Background: an optimization exercise with open tools, aiming at small area. Do not read the settings as production practice. Function was checked by simulation only, so behaviour that the tests miss may differ from the original.

job 7390:
// inc_cond_mppt
module inc_cond_mppt (
    input wire clk,
    input wire reset,
    input wire start,
    input wire [15:0] voltage_in,
    input wire [15:0] current_in,
    output wire [15:0] duty_cycle,
    output reg mpp_found,
    output wire [15:0] power_out
);
Settings: LEC_CHECK=0, CAP_MARGIN=20, CORE_MARGIN=2, CORE_UTILIZATION=40, SLEW_MARGIN=20; clock period 10.0 ns.
standard.sh (not shown) runs the stock make flow with config.mk's settings and CLKGATE_MAP_FILE= SYNTH_SCRIPT=/design/flow/synth_recipe.tcl, a recipe that flattens the netlist after the stock synthesis.
==> flow/flow/run.sh <==
#!/bin/bash
# Layout flow: the standard ORFS flow, except that
#  - the adder cells mfa/mha of the RTL are mapped straight onto the
#    sky130 full/half adder cells (map.py), and Yosys's own full-adder
#    extraction is off (the design's adders are already explicit),
#  - ABC uses an area-oriented mapping script (abc.script),
#  - port buffers use the smallest buffer cell.
# Each tool's output goes to a log in this folder (make.log, orfs/logs/).
set -euo pipefail
W=$(pwd)
F=$W/flow
python3 $F/map.py $W/design.v $W/design_mapped.v
sed "s#^\(\s*\)log_cmd abc {\*}\$abc_args#\1log_cmd abc {*}[lreplace \$abc_args 1 1 $F/abc.script]#" \
  $FLOW_HOME/scripts/synth.tcl > $W/flow_synth.tcl
grep -q "lreplace" $W/flow_synth.tcl
sed "s#source \$::env(SCRIPTS_DIR)/synth.tcl#source $W/flow_synth.tcl#" $W/synth_recipe.tcl > $W/flow_synth_recipe.tcl
grep -q "flow_synth.tcl" $W/flow_synth_recipe.tcl
sed "s#^export VERILOG_FILES = .*#export VERILOG_FILES = $W/design_mapped.v#" $W/config.mk > $W/flow_config.mk
source $F/settings.sh
make -C $FLOW_HOME DESIGN_CONFIG=$W/flow_config.mk WORK_HOME=$W/orfs CLKGATE_MAP_FILE= \
  SYNTH_SCRIPT=$W/flow_synth_recipe.tcl ADDER_MAP_FILE= \
  "${MAKE_ARGS[@]}" finish > $W/make.log 2>&1
: # left out here: write the final layout as DEF
==> flow/flow/abc.script <==
strash
dch -f
map -a -F 2
topo
stime -c
==> flow/flow/map.py <==
#!/usr/bin/env python3
# Replace the bodies of the adder modules mfa/mha with sky130 cells.
import re, sys
src = open(sys.argv[1]).read()
cells = {
    'mfa': "  sky130_fd_sc_hd__fa_1 u (.A(a), .B(b), .CIN(c), .SUM(s), .COUT(co));\n",
    'mha': "  sky130_fd_sc_hd__ha_1 u (.A(a), .B(b), .SUM(s), .COUT(co));\n",
}
def rep(m):
    name, ports = m.group(1), m.group(2)
    if name in cells:
        return f"module {name}({ports});\n{cells[name]}endmodule"
    return m.group(0)
out = re.sub(r"module\s+(\w+)\s*\(([^;]*?)\);(.*?)endmodule", rep, src, flags=re.S)
open(sys.argv[2], 'w').write(out)
==> flow/flow/place_pre.tcl <==
# Buffer every input and output port (as the standard flow does), with a
# buffer cell sized for each side: inputs drive many loads, outputs one pin.
buffer_ports -inputs -buffer_cell sky130_fd_sc_hd__buf_1
buffer_ports -outputs -buffer_cell sky130_fd_sc_hd__buf_1
==> flow/flow/settings.sh <==
MAKE_ARGS=(CAP_MARGIN=20 CORE_MARGIN=2 CORE_UTILIZATION=40 SLEW_MARGIN=20
DONT_BUFFER_PORTS=1 PRE_GLOBAL_PLACE_TCL=$F/place_pre.tcl
"MIN_BUF_CELL_AND_PORTS=sky130_fd_sc_hd__buf_1 A X"
"GPL_TIMING_DRIVEN=0"
"CTS_BUF_LIST=sky130_fd_sc_hd__clkbuf_8"
"SYNTH_INSBUF=0"
"SETUP_SLACK_MARGIN=-0.15"
)
Job 7390 completed every stage of the flow, and the final layout passed the timing, DRC and antenna checks.
Changes in job 1313 relative to job 7390:
==> flow/flow/abc.script <==
strash
dch -f
map -a
topo
stime -c
==> run summary <==
Non-clock buffering overhead in the final layout for job 1313: 0.27 points up relative to job 7390. Summary: with job 7390 as the reference, total half-perimeter wirelength after legalization and detailed placement in job 1313 moved up slightly. Between job 7390 and job 1313, the difference in global routing usage summed across all routing layers is negligible. On post-synthesis xor/xnor area fraction, job 1313 tracks job 7390 almost exactly. Compared to job 7390, the routing of job 1313 uses more wire. Job 1313 vs job 7390: number of buffers outside the clock class in the layout up by a few percent. On area enclosed by the die boundary, job 1313 tracks job 7390 almost exactly.
--- input diff job 1313..job 2724 ---
diff --git a/flow/flow/settings.sh b/flow/flow/settings.sh
--- a/flow/flow/settings.sh
+++ b/flow/flow/settings.sh
@@ -1 +1 @@
-MAKE_ARGS=(CAP_MARGIN=20 CORE_MARGIN=2 CORE_UTILIZATION=40 SLEW_MARGIN=20
+MAKE_ARGS=(CAP_MARGIN=20 CORE_MARGIN=2 CORE_UTILIZATION=75 SLEW_MARGIN=20
==> run summary <==
Comparing job 2724 against job 1313, there is no change at all in level count of the clock H-tree.
Maximum frequency (lower): job 2724
As far as first-pass GRT wire length is concerned, job 2724 and job 1313 perform about the same.
Compared with job 1313, job 2724 shows a lower worst setup slack.
Between job 2724 and job 1313, it is job 2724 whose final-layout clock buffer total is lower, by 1.
In the metrics for job 2724 and job 1313, the one carrying the higher portion of the layout cell area used by clock cells is job 1313.
Synthesis-to-finish area growth for job 2724: 1.3 points down relative to job 1313
Between job 2724 and job 1313, it is job 2724 whose die area is lower, by 7600 um^2.
Of job 2724 and job 1313, job 1313 shows the lower share of the core filled with cells, with job 2724 above it.

inc_cond_mppt, a different RTL version from the one above (not shown whole).
Size in the first run: about 950 cells after synthesis, about 0.0088 mm^2 of cells after synthesis.
make LEC_CHECK=0 CAP_MARGIN=20 CORE_MARGIN=2 CORE_UTILIZATION=70 SLEW_MARGIN=20 finish   # period 10.0 ns
run.sh (not shown) runs the stock make flow with config.mk's settings and CLKGATE_MAP_FILE= SYNTH_SCRIPT=/design/flow/synth_recipe.tcl, a recipe that flattens the netlist after the stock synthesis.
Stock flow here: none of the scripts above is used.
Change:
CORE_UTILIZATION = 40   (was 70)
After rerunning:
- The changed run passed the timing, DRC and antenna checks
- count of clock-buffer cells in the layout fell by 1
- routed wire length falls by 6.2%
- setup slack improved by 0.043 ns
- fmax is higher by 0.44%
- cell count climbs by 9.9%
- non-clock buffer count goes up by 7
- synthesized cell count does not change
- worst hold slack loses 0.0040 ns

==> what the ideal ports hide <==
The results above use ideal ports. As a check the final layouts listed here were re-extracted and re-timed, cells and wires unchanged. Step 1 sets driving cells, clkbuf_16 on the clock port and buf_2 on the other inputs (assumed; they add their load-dependent delay and slew). Step 2 adds t to the input delays and takes it off the output delays; t is the mean of the earliest and latest rising clock arrival at the registers after step 1. Input paths then give back, and output paths get back, about the clock's delay inside the block. a / b / c = ideal ports / drivers / drivers and shift; a / b = the first two.
run	shift t [ns]	setup WS [ns]	worst setup path at the end
job 7390	0.321	0.237 / 0.213 / 0.213	input to output
job 1313	0.317	0.214 / 0.185 / 0.185	input to output
job 2724	0.322	0.159 / 0.136 / 0.136	input to output
the first run of note 2	0.314	0.146 / 0.119 / 0.119	input to output
the second run of note 2	0.317	0.190 / 0.166 / 0.166	input to output
After both steps every run listed still meets setup and hold. For job 1313, which loses most, drivers alone change the setup slack by -0.029 ns; drivers and shift together by -0.029 ns.
